Source: an optimization exercise on an open RTL-to-GDS flow (aim: small area). Production flows keep margins and buffers that such runs may drop. RTL that was checked went through simulation tests only; none was proved equivalent to the original. Power is estimated from default activity; no workload was simulated.

==> inputs of 01-28 <==
==> flow/design.v (excerpt) <==
module riscv(
	input clk,
	input rst_n,
	input [31:0]instr,
	input [31:0]Rd_mem_data,
	output [7:0]rom_addr,
	output [31:0]Wr_mem_data,
	output W_en,
	output R_en,
	output [31:0]ram_addr,
	output [2:0]RW_type
    );
==> flow/config.mk <==
export PLATFORM = sky130hd
export DESIGN_NAME = riscv
export DESIGN_NICKNAME = riscv
export VERILOG_FILES = /design/flow/design.v
export SDC_FILE = /design/flow/constraint.sdc
export NUM_CORES = 4
export LEC_CHECK = 0
export CAP_MARGIN = 20
export CORE_MARGIN = 2
export CORE_UTILIZATION = 60
export CTS_BUF_LIST = sky130_fd_sc_hd__clkbuf_16
export CTS_CLUSTER_DIAMETER = 80
export CTS_CLUSTER_SIZE = 25
export SETUP_SLACK_MARGIN = 0.45
export SLEW_MARGIN = 20
export SYNTH_HIERARCHICAL = 1
==> flow/constraint.sdc <==
create_clock -name core_clock -period 10.0 [get_ports {clk}]
set_input_delay 2.0000 -clock core_clock [delete_from_list [all_inputs] [get_ports {clk}]]
set_output_delay 2.0000 -clock core_clock [all_outputs]
set_load 0.01 [all_outputs]
standard.sh (not shown) runs the stock make flow with config.mk's settings and CLKGATE_MAP_FILE= SYNTH_SCRIPT=/design/flow/synth_recipe.tcl, a recipe that flattens the netlist after the stock synthesis.
==> flow/flow/run.sh <==
#!/bin/bash
# Own layout flow: the standard flow (standard.sh, all steps, standard synthesis),
# with two changes:
#  - the input and output ports are buffered with sky130_fd_sc_hd__buf_2 instead of the
#    default port buffer cell chosen by buffer_ports;
#  - timing repair does not clone gates (a clone once ended up right at its max-capacitance
#    limit after routing).
set -euo pipefail
export BUFFER_PORTS_ARGS="-buffer_cell sky130_fd_sc_hd__buf_2"
export SKIP_GATE_CLONING=1
bash standard.sh > standard_flow.log 2>&1
==> inputs of 08-07, as changes to 01-28 <==
--- a/flow/design.v
+++ b/flow/design.v
@@ -12,19 +12,19 @@
     );
 	reg [31:1] pc;           
 	reg [31:0] r [1:31];     
 	wire [31:1] s1, s2;      
 	wire [31:1] wr, hold;    
-	wire use_imm, sub, use_pc, use_rs1, is_jump, is_br, is_load, is_store;
+	wire use_imm, sub, use_pc, is_jump, is_br, is_load, is_store;
 	wire [31:0] imm_a;
 	wire [12:1] immB;
 	wire [7:0] wsel;         
 	wire signed_cmp;
 	rv_dec u_dec (
 		.instr(instr), .rst_n(rst_n),
 		.s1(s1), .s2(s2), .wr(wr), .hold(hold),
-		.use_imm(use_imm), .sub(sub), .use_pc(use_pc), .use_rs1(use_rs1), .is_jump(is_jump), .is_br(is_br),
+		.use_imm(use_imm), .sub(sub), .use_pc(use_pc), .is_jump(is_jump), .is_br(is_br),
 		.is_load(is_load), .is_store(is_store), .imm_a(imm_a), .immB(immB), .wsel(wsel),
 		.signed_cmp(signed_cmp));
 	wire [31:0] rs1v, rs2v;
 	genvar gb, gr;
 	generate for (gb = 0; gb < 32; gb = gb + 1) begin : g_rd
@@ -34,29 +34,29 @@
 		end
 		rf_rdslice u_rd1 (.d(col), .s(s1), .o(rs1v[gb]));
 		rf_rdslice u_rd2 (.d(col), .s(s2), .o(rs2v[gb]));
 	end endgenerate
 	wire [31:0] A;
-	rv_opa u_opa (.rs1v(rs1v), .pc(pc), .use_rs1(use_rs1), .use_pc(use_pc), .a(A));
+	rv_opa u_opa (.rs1v(rs1v), .pc(pc), .use_pc(use_pc), .a(A));
 	wire [31:0] Bx;
 	rv_opb u_opb (.rs2v(rs2v), .imm(imm_a), .use_imm(use_imm), .sub(sub), .bx(Bx));
 	wire [31:0] sum, p, g;
 	wire cout;
 	rv_add32 u_add (.a(A), .b(Bx), .cin(sub), .s(sum), .cout(cout), .p(p), .g(g));
 	wire [31:0] shr, shl;
-	wire [4:0] shamt = use_imm ? instr[24:20] : rs2v[4:0];
-	rv_shift u_sh (.a(A), .sh(shamt), .right(instr[14]), .arith(instr[30]), .shr(shr), .shl(shl));
+	rv_shift u_sh (.a(A), .sh(Bx[4:0]), .right(instr[14]), .arith(instr[30]), .shr(shr), .shl(shl));
 	wire lt, taken;
 	rv_cmp u_cmp (.p(p), .cout(cout), .signed_cmp(signed_cmp), .is_br(is_br), .f3(instr[14:12]), .lt(lt), .taken(taken));
 	wire [31:2] inc;         
 	rv_inc u_inc (.pc(pc[31:2]), .s(inc));
 	wire [31:1] tgt;         
 	rv_tgt u_tgt (.pc(pc), .immB(immB), .s(tgt));
 	wire [31:1] pc_next;
-	rv_pcmux u_pcm (.inc({inc, pc[1]}), .tgt(tgt), .sum(sum[31:1]), .taken(taken), .jump(is_jump), .rst_n(rst_n), .y(pc_next));
-	always @(posedge clk)
-		pc <= pc_next;
+	rv_pcmux u_pcm (.inc({inc, pc[1]}), .tgt(tgt), .sum(sum[31:1]), .taken(taken), .jump(is_jump), .y(pc_next));
+	always @(posedge clk or negedge rst_n)
+		if (!rst_n) pc <= 31'd0;
+		else pc <= pc_next;
 	wire [31:0] wd;
 	rv_wb u_wb (.mem(Rd_mem_data), .pc4({inc, pc[1], 1'b0}), .sum(sum), .p(p), .g(g), .shl(shl), .shr(shr), .lt(lt),
 		.sel(wsel), .wd(wd));
 	generate for (gr = 1; gr < 32; gr = gr + 1) begin : g_wr
 		wire [31:0] dnext;
@@ -78,11 +78,10 @@
 	output [31:1] wr,
 	output [31:1] hold,
 	output use_imm,
 	output sub,
 	output use_pc,
-	output use_rs1,
 	output is_jump,
 	output is_br,
 	output is_load,
 	output is_store,
 	output [31:0] imm_a,
@@ -102,16 +101,16 @@
 	wire is_alu     = ~b6 & b4 & ~b2;      
 	wire is_op      = is_alu & b5;
 	wire reg_wr     = ~is_br & ~is_store;
 	wire isU        = ~b6 & b2;            
 	assign use_pc   = (isU & ~b5) | is_jal;  
-	assign use_rs1  = ~(b2 & (~b6 | b3));  
+	wire use_rs1    = ~(b2 & (~b6 | b3));  
 	assign use_imm  = ~(is_op | is_br);
 	assign sub = is_br | (is_alu & ~f3[2] & f3[1]) | (is_op & ~f3[2] & ~f3[1] & ~f3[0] & i30);
 	assign signed_cmp = is_br ? ~f3[1] : ~f3[0];
-	rv_dec5 u_d1 (.a(instr[19:15]), .y(s1));
-	rv_dec5 u_d2 (.a(instr[24:20]), .y(s2));
+	rv_dec5 u_d1 (.a(instr[19:15]), .en(use_rs1), .y(s1));
+	rv_dec5 u_d2 (.a(instr[24:20]), .en(1'b1), .y(s2));
 	rv_dec5w u_dw (.a(instr[11:7]), .en(reg_wr), .rst_n(rst_n), .wr(wr), .hold(hold));
 	wire isS = is_store;
 	wire isJ = is_jal;
 	assign imm_a[0]     = isU | isJ ? 1'b0 : (isS ? instr[7] : instr[20]);
 	assign imm_a[4:1]   = isU ? 4'd0 : (isS ? instr[11:8] : instr[24:21]);
@@ -130,53 +129,37 @@
 	assign wsel[4] = ok & is_alu & f3[2] & f3[1];              
 	assign wsel[5] = ok & is_alu & (f3 == 3'b001);
 	assign wsel[6] = ok & is_alu & (f3 == 3'b101);
 	assign wsel[7] = ok & is_alu & ~f3[2] & f3[1];            
 endmodule
-module rv_dec5(input [4:0] a, output [31:1] y);
+module rv_dec5(input [4:0] a, input en, output [31:1] y);
 	wire [3:0] hin;
 	wire [7:0] lon;
-	rv_pre2 u_p (.a(a), .hin(hin), .lon(lon));
 	genvar i;
-	generate for (i = 1; i < 32; i = i + 1) begin : g_y
+	generate for (i = 0; i < 4; i = i + 1) begin : g_h
+		assign hin[i] = ~(en & (a[4:3] == i));
+	end
+	for (i = 0; i < 8; i = i + 1) begin : g_l
+		assign lon[i] = ~(a[2:0] == i);
+	end
+	for (i = 1; i < 32; i = i + 1) begin : g_y
 		g_nor2 u_n (.a(hin[i/8]), .b(lon[i%8]), .y(y[i]));
 	end endgenerate
 endmodule
 module rv_dec5w(input [4:0] a, input en, input rst_n, output [31:1] wr, output [31:1] hold);
 	wire [3:0] hin;
 	wire [7:0] lon;
-	rv_pre u_p (.a(a), .en(en), .hin(hin), .lon(lon));
 	genvar i;
-	generate for (i = 1; i < 32; i = i + 1) begin : g_y
-		g_o21ai u_w (.a1(hin[i/8]), .a2(lon[i%8]), .b1(rst_n), .y(wr[i]));
-		g_inv u_h (.a(wr[i]), .y(hold[i]));
-	end endgenerate
-endmodule
-module rv_pre(input [4:0] a, input en, output [3:0] hin, output [7:0] lon);
-	wire [4:0] an;
-	genvar i;
-	generate for (i = 0; i < 5; i = i + 1) begin : g_i
-		g_inv u_i (.a(a[i]), .y(an[i]));
+	generate for (i = 0; i < 4; i = i + 1) begin : g_h
+		assign hin[i] = ~(en & (a[4:3] == i));
 	end
 	for (i = 0; i < 8; i = i + 1) begin : g_l
-		g_nand3 u_l (.a(i % 2 ? a[0] : an[0]), .b((i / 2) % 2 ? a[1] : an[1]), .c(i / 4 ? a[2] : an[2]), .y(lon[i]));
+		assign lon[i] = ~(a[2:0] == i);
 	end
-	for (i = 0; i < 4; i = i + 1) begin : g_h
-		g_nand3 u_h (.a(en), .b(i % 2 ? a[3] : an[3]), .c(i / 2 ? a[4] : an[4]), .y(hin[i]));
-	end endgenerate
-endmodule
-module rv_pre2(input [4:0] a, output [3:0] hin, output [7:0] lon);
-	wire [4:0] an;
-	genvar i;
-	generate for (i = 0; i < 5; i = i + 1) begin : g_i
-		g_inv u_i (.a(a[i]), .y(an[i]));
-	end
-	for (i = 0; i < 8; i = i + 1) begin : g_l
-		g_nand3 u_l (.a(i % 2 ? a[0] : an[0]), .b((i / 2) % 2 ? a[1] : an[1]), .c(i / 4 ? a[2] : an[2]), .y(lon[i]));
-	end
-	for (i = 0; i < 4; i = i + 1) begin : g_h
-		g_nand2 u_h (.a(i % 2 ? a[3] : an[3]), .b(i / 2 ? a[4] : an[4]), .y(hin[i]));
+	for (i = 1; i < 32; i = i + 1) begin : g_y
+		g_o21ai u_w (.a1(hin[i/8]), .a2(lon[i%8]), .b1(rst_n), .y(wr[i]));
+		g_inv u_h (.a(wr[i]), .y(hold[i]));
 	end endgenerate
 endmodule
 module rf_rdslice(input [31:1] d, input [31:1] s, output o);
 	wire [10:0] n;
 	genvar i;
@@ -189,17 +172,14 @@
 	g_nand4 u_m1 (.a(n[4]), .b(n[5]), .c(n[6]), .d(n[7]), .y(m[1]));
 	g_nand3 u_m2 (.a(n[8]), .b(n[9]), .c(n[10]), .y(m[2]));
 	g_or3 u_o (.a(m[0]), .b(m[1]), .c(m[2]), .y(o));
 endmodule
 module rf_wcell(input [31:0] q, input hold, input wr, input [31:0] wd, output [31:0] d);
-	genvar i;
-	generate for (i = 0; i < 32; i = i + 1) begin : g_b
-		g_a22o u_b (.a1(q[i]), .a2(hold), .b1(wd[i]), .b2(wr), .y(d[i]));
-	end endgenerate
+	assign d = (q & {32{hold}}) | (wd & {32{wr}});
 endmodule
-module rv_opa(input [31:0] rs1v, input [31:1] pc, input use_rs1, input use_pc, output [31:0] a);
-	assign a = (rs1v & {32{use_rs1}}) | ({pc, 1'b0} & {32{use_pc}});
+module rv_opa(input [31:0] rs1v, input [31:1] pc, input use_pc, output [31:0] a);
+	assign a = rs1v | ({pc, 1'b0} & {32{use_pc}});
 endmodule
 module rv_opb(input [31:0] rs2v, input [31:0] imm, input use_imm, input sub, output [31:0] bx);
 	assign bx = (use_imm ? imm : rs2v) ^ {32{sub}};
 endmodule
 module rv_add32(input [31:0] a, input [31:0] b, input cin, output [31:0] s, output cout,
@@ -210,11 +190,11 @@
 	rv_bk #(.N(32)) u_bk (.g(g), .p(p), .cin(cin), .c(c));
 	assign s = p ^ c[31:0];
 	assign cout = c[32];
 endmodule
 module rv_bk #(parameter N = 32) (input [N-1:0] g, input [N-1:0] p, input cin, output [N:0] c);
-	localparam D0 = N > 16 ? 8 : (N > 8 ? 4 : (N > 4 ? 2 : 1));   
+	localparam D0 = (1 << $clog2(N)) / 4;
 	reg [N-1:0] G, P;
 	integer d, i;
 	always @(*) begin
 		G = g;
 		P = p;
@@ -279,21 +259,15 @@
 		assign ti[i] = ti[i-1] & pc[i-1];
 		assign td[i] = td[i-1] & ~pc[i-1];
 	end endgenerate
 	assign s[31:13] = pc[31:13] ^ (({19{up}} & ti) | ({19{dn}} & td));
 endmodule
-module rv_pcmux(input [31:1] inc, input [31:1] tgt, input [31:1] sum, input taken, input jump, input rst_n,
-	output [31:1] y);
-	wire e_s = rst_n & jump;
-	wire e_t = rst_n & taken & ~jump;
-	wire e_i = rst_n & ~taken & ~jump;
-	wire [31:1] yn;
-	genvar i;
-	generate for (i = 1; i < 32; i = i + 1) begin : g_m
-		g_a222oi u_m (.a1(sum[i]), .a2(e_s), .b1(tgt[i]), .b2(e_t), .c1(inc[i]), .c2(e_i), .y(yn[i]));
-		g_inv u_i (.a(yn[i]), .y(y[i]));
-	end endgenerate
+module rv_pcmux(input [31:1] inc, input [31:1] tgt, input [31:1] sum, input taken, input jump, output [31:1] y);
+	wire e_s = jump;
+	wire e_t = taken & ~jump;
+	wire e_i = ~taken & ~jump;
+	assign y = (sum & {31{e_s}}) | (tgt & {31{e_t}}) | (inc & {31{e_i}});
 endmodule
 module rv_wb(input [31:0] mem, input [31:0] pc4, input [31:0] sum, input [31:0] p, input [31:0] g,
 	input [31:0] shl, input [31:0] shr, input lt, input [7:0] sel, output [31:0] wd);
 	assign wd = (mem & {32{sel[0]}}) | (pc4 & {32{sel[1]}}) | (sum & {32{sel[2]}}) |
 	            (p & {32{sel[3]}}) | (g & {32{sel[4]}}) | (shl & {32{sel[5]}}) | (shr & {32{sel[6]}}) |
@@ -341,8 +315,5 @@
 endmodule
 module g_fa(input a, input b, input ci, output s, output co);
 	assign s = a ^ b ^ ci;
 	assign co = (a & b) | (ci & (a ^ b));
 endmodule
-module g_a22o(input a1, input a2, input b1, input b2, output y);
-	assign y = (a1 & a2) | (b1 & b2);
-endmodule
==> flow/run.sh (new file) <==
#!/bin/bash
# synth_recipe.tcl (not shown) runs the flow's synth.tcl, then flattens the netlist and writes it again
# the make line also repeats each setting of config.mk as NAME=value (left out here)
make -C /OpenROAD-flow-scripts/flow DESIGN_CONFIG=/design/flow/config.mk WORK_HOME=/design/flow/orfs CLKGATE_MAP_FILE= SYNTH_SCRIPT=/design/flow/synth_recipe.tcl finish
- CORE_UTILIZATION: 60 -> 40
- CTS_BUF_LIST: sky130_fd_sc_hd__clkbuf_16 -> unset
- CTS_CLUSTER_DIAMETER: 80 -> unset
- CTS_CLUSTER_SIZE: 25 -> unset
- SETUP_SLACK_MARGIN: 0.45 -> 0.2
removed: flow/flow/run.sh
removed: flow/standard.sh
==> inputs of 11-14, as changes to 01-28 <==
--- a/flow/design.v
+++ b/flow/design.v
@@ -12,19 +12,19 @@
     );
 	reg [31:1] pc;           
 	reg [31:0] r [1:31];     
 	wire [31:1] s1, s2;      
 	wire [31:1] wr, hold;    
-	wire use_imm, sub, use_pc, use_rs1, is_jump, is_br, is_load, is_store;
+	wire use_imm, sub, use_pc, is_jump, is_br, is_load, is_store;
 	wire [31:0] imm_a;
 	wire [12:1] immB;
 	wire [7:0] wsel;         
 	wire signed_cmp;
 	rv_dec u_dec (
 		.instr(instr), .rst_n(rst_n),
 		.s1(s1), .s2(s2), .wr(wr), .hold(hold),
-		.use_imm(use_imm), .sub(sub), .use_pc(use_pc), .use_rs1(use_rs1), .is_jump(is_jump), .is_br(is_br),
+		.use_imm(use_imm), .sub(sub), .use_pc(use_pc), .is_jump(is_jump), .is_br(is_br),
 		.is_load(is_load), .is_store(is_store), .imm_a(imm_a), .immB(immB), .wsel(wsel),
 		.signed_cmp(signed_cmp));
 	wire [31:0] rs1v, rs2v;
 	genvar gb, gr;
 	generate for (gb = 0; gb < 32; gb = gb + 1) begin : g_rd
@@ -34,19 +34,18 @@
 		end
 		rf_rdslice u_rd1 (.d(col), .s(s1), .o(rs1v[gb]));
 		rf_rdslice u_rd2 (.d(col), .s(s2), .o(rs2v[gb]));
 	end endgenerate
 	wire [31:0] A;
-	rv_opa u_opa (.rs1v(rs1v), .pc(pc), .use_rs1(use_rs1), .use_pc(use_pc), .a(A));
+	rv_opa u_opa (.rs1v(rs1v), .pc(pc), .use_pc(use_pc), .a(A));
 	wire [31:0] Bx;
 	rv_opb u_opb (.rs2v(rs2v), .imm(imm_a), .use_imm(use_imm), .sub(sub), .bx(Bx));
 	wire [31:0] sum, p, g;
 	wire cout;
 	rv_add32 u_add (.a(A), .b(Bx), .cin(sub), .s(sum), .cout(cout), .p(p), .g(g));
 	wire [31:0] shr, shl;
-	wire [4:0] shamt = use_imm ? instr[24:20] : rs2v[4:0];
-	rv_shift u_sh (.a(A), .sh(shamt), .right(instr[14]), .arith(instr[30]), .shr(shr), .shl(shl));
+	rv_shift u_sh (.a(A), .sh(Bx[4:0]), .right(instr[14]), .arith(instr[30]), .shr(shr), .shl(shl));
 	wire lt, taken;
 	rv_cmp u_cmp (.p(p), .cout(cout), .signed_cmp(signed_cmp), .is_br(is_br), .f3(instr[14:12]), .lt(lt), .taken(taken));
 	wire [31:2] inc;         
 	rv_inc u_inc (.pc(pc[31:2]), .s(inc));
 	wire [31:1] tgt;         
@@ -78,11 +77,10 @@
 	output [31:1] wr,
 	output [31:1] hold,
 	output use_imm,
 	output sub,
 	output use_pc,
-	output use_rs1,
 	output is_jump,
 	output is_br,
 	output is_load,
 	output is_store,
 	output [31:0] imm_a,
@@ -102,16 +100,16 @@
 	wire is_alu     = ~b6 & b4 & ~b2;      
 	wire is_op      = is_alu & b5;
 	wire reg_wr     = ~is_br & ~is_store;
 	wire isU        = ~b6 & b2;            
 	assign use_pc   = (isU & ~b5) | is_jal;  
-	assign use_rs1  = ~(b2 & (~b6 | b3));  
+	wire use_rs1    = ~(b2 & (~b6 | b3));  
 	assign use_imm  = ~(is_op | is_br);
 	assign sub = is_br | (is_alu & ~f3[2] & f3[1]) | (is_op & ~f3[2] & ~f3[1] & ~f3[0] & i30);
 	assign signed_cmp = is_br ? ~f3[1] : ~f3[0];
-	rv_dec5 u_d1 (.a(instr[19:15]), .y(s1));
-	rv_dec5 u_d2 (.a(instr[24:20]), .y(s2));
+	rv_dec5 u_d1 (.a(instr[19:15]), .en(use_rs1), .y(s1));
+	rv_dec5 u_d2 (.a(instr[24:20]), .en(1'b1), .y(s2));
 	rv_dec5w u_dw (.a(instr[11:7]), .en(reg_wr), .rst_n(rst_n), .wr(wr), .hold(hold));
 	wire isS = is_store;
 	wire isJ = is_jal;
 	assign imm_a[0]     = isU | isJ ? 1'b0 : (isS ? instr[7] : instr[20]);
 	assign imm_a[4:1]   = isU ? 4'd0 : (isS ? instr[11:8] : instr[24:21]);
@@ -130,53 +128,37 @@
 	assign wsel[4] = ok & is_alu & f3[2] & f3[1];              
 	assign wsel[5] = ok & is_alu & (f3 == 3'b001);
 	assign wsel[6] = ok & is_alu & (f3 == 3'b101);
 	assign wsel[7] = ok & is_alu & ~f3[2] & f3[1];            
 endmodule
-module rv_dec5(input [4:0] a, output [31:1] y);
+module rv_dec5(input [4:0] a, input en, output [31:1] y);
 	wire [3:0] hin;
 	wire [7:0] lon;
-	rv_pre2 u_p (.a(a), .hin(hin), .lon(lon));
 	genvar i;
-	generate for (i = 1; i < 32; i = i + 1) begin : g_y
+	generate for (i = 0; i < 4; i = i + 1) begin : g_h
+		assign hin[i] = ~(en & (a[4:3] == i));
+	end
+	for (i = 0; i < 8; i = i + 1) begin : g_l
+		assign lon[i] = ~(a[2:0] == i);
+	end
+	for (i = 1; i < 32; i = i + 1) begin : g_y
 		g_nor2 u_n (.a(hin[i/8]), .b(lon[i%8]), .y(y[i]));
 	end endgenerate
 endmodule
 module rv_dec5w(input [4:0] a, input en, input rst_n, output [31:1] wr, output [31:1] hold);
 	wire [3:0] hin;
 	wire [7:0] lon;
-	rv_pre u_p (.a(a), .en(en), .hin(hin), .lon(lon));
-	genvar i;
-	generate for (i = 1; i < 32; i = i + 1) begin : g_y
-		g_o21ai u_w (.a1(hin[i/8]), .a2(lon[i%8]), .b1(rst_n), .y(wr[i]));
-		g_inv u_h (.a(wr[i]), .y(hold[i]));
-	end endgenerate
-endmodule
-module rv_pre(input [4:0] a, input en, output [3:0] hin, output [7:0] lon);
-	wire [4:0] an;
 	genvar i;
-	generate for (i = 0; i < 5; i = i + 1) begin : g_i
-		g_inv u_i (.a(a[i]), .y(an[i]));
+	generate for (i = 0; i < 4; i = i + 1) begin : g_h
+		assign hin[i] = ~(en & (a[4:3] == i));
 	end
 	for (i = 0; i < 8; i = i + 1) begin : g_l
-		g_nand3 u_l (.a(i % 2 ? a[0] : an[0]), .b((i / 2) % 2 ? a[1] : an[1]), .c(i / 4 ? a[2] : an[2]), .y(lon[i]));
+		assign lon[i] = ~(a[2:0] == i);
 	end
-	for (i = 0; i < 4; i = i + 1) begin : g_h
-		g_nand3 u_h (.a(en), .b(i % 2 ? a[3] : an[3]), .c(i / 2 ? a[4] : an[4]), .y(hin[i]));
-	end endgenerate
-endmodule
-module rv_pre2(input [4:0] a, output [3:0] hin, output [7:0] lon);
-	wire [4:0] an;
-	genvar i;
-	generate for (i = 0; i < 5; i = i + 1) begin : g_i
-		g_inv u_i (.a(a[i]), .y(an[i]));
-	end
-	for (i = 0; i < 8; i = i + 1) begin : g_l
-		g_nand3 u_l (.a(i % 2 ? a[0] : an[0]), .b((i / 2) % 2 ? a[1] : an[1]), .c(i / 4 ? a[2] : an[2]), .y(lon[i]));
-	end
-	for (i = 0; i < 4; i = i + 1) begin : g_h
-		g_nand2 u_h (.a(i % 2 ? a[3] : an[3]), .b(i / 2 ? a[4] : an[4]), .y(hin[i]));
+	for (i = 1; i < 32; i = i + 1) begin : g_y
+		g_o21ai u_w (.a1(hin[i/8]), .a2(lon[i%8]), .b1(rst_n), .y(wr[i]));
+		g_inv u_h (.a(wr[i]), .y(hold[i]));
 	end endgenerate
 endmodule
 module rf_rdslice(input [31:1] d, input [31:1] s, output o);
 	wire [10:0] n;
 	genvar i;
@@ -194,12 +176,12 @@
 	genvar i;
 	generate for (i = 0; i < 32; i = i + 1) begin : g_b
 		g_a22o u_b (.a1(q[i]), .a2(hold), .b1(wd[i]), .b2(wr), .y(d[i]));
 	end endgenerate
 endmodule
-module rv_opa(input [31:0] rs1v, input [31:1] pc, input use_rs1, input use_pc, output [31:0] a);
-	assign a = (rs1v & {32{use_rs1}}) | ({pc, 1'b0} & {32{use_pc}});
+module rv_opa(input [31:0] rs1v, input [31:1] pc, input use_pc, output [31:0] a);
+	assign a = rs1v | ({pc, 1'b0} & {32{use_pc}});
 endmodule
 module rv_opb(input [31:0] rs2v, input [31:0] imm, input use_imm, input sub, output [31:0] bx);
 	assign bx = (use_imm ? imm : rs2v) ^ {32{sub}};
 endmodule
 module rv_add32(input [31:0] a, input [31:0] b, input cin, output [31:0] s, output cout,
==> flow/flow/run.sh (replaced) <==
#!/bin/bash
# Own layout flow: the standard flow (standard.sh, all steps, standard synthesis),
# with one change: the input and output ports are buffered with sky130_fd_sc_hd__buf_1
# instead of the default port buffer cell chosen by buffer_ports.
set -euo pipefail
export BUFFER_PORTS_ARGS="-buffer_cell sky130_fd_sc_hd__buf_1"
bash standard.sh > standard_flow.log 2>&1
- CTS_CLUSTER_DIAMETER: 80 -> 100
- CTS_CLUSTER_SIZE: 25 -> 30
- SETUP_SLACK_MARGIN: 0.45 -> 0.2
==> summary of the runs <==
Between 11-14 and 08-07, the lower critical path depth is in 11-14 (gap 2). Between 01-28 and 11-14, the lower synthesized cell count is in 11-14 (gap 0.54%, measured against 11-14). The highest global-route usage belongs to 01-28, the lowest to 08-07. Against 08-07, the design area of 11-14 is smaller by 12%. Between 08-07 and 11-14, the lower total power is in 11-14 (gap 40%, measured against 11-14). Clock power, highest first: 08-07, 01-28, 11-14. Via count: 11-14 < 08-07 < 01-28. Wire length, lowest first: 11-14, 01-28, 08-07.
Function not checked in 08-07: the RTL went through the layout flow alone.

==> static timing again, ports no longer ideal <==
The flow's constraints put no driver on any port. The routed layouts listed below were extracted and timed again, unchanged, in two steps. Step 1: set_driving_cell puts a clkbuf_16 on clk and a buf_2 on each other input, an assumption about the parent block. Step 2 moves the port delays by t, midway between the first and last clock arrival at a register: inputs arrive t later, outputs are due t later. That takes back most of the time a late clock gives input paths. a / b / c = ideal ports / drivers / drivers and shift; a / b = the first two.
run | t (ns) | setup slack, ns | worst setup path at the end | clock arrival spread, ns
01-28 | 0.745 | 0.327 / 0.265 / 0.241 | input to register | 0.040 / 0.040
08-07 | 0.812 | 0.199 / 0.171 / 0.171 | input to output | 0.048 / 0.047
11-14 | 0.720 | 0.115 / 0.089 / 0.089 | input to output | 0.064 / 0.064
After both steps setup and hold are still met in every run listed. For 01-28, which loses most, drivers alone change the setup slack by -0.062 ns; drivers and shift together by -0.086 ns.
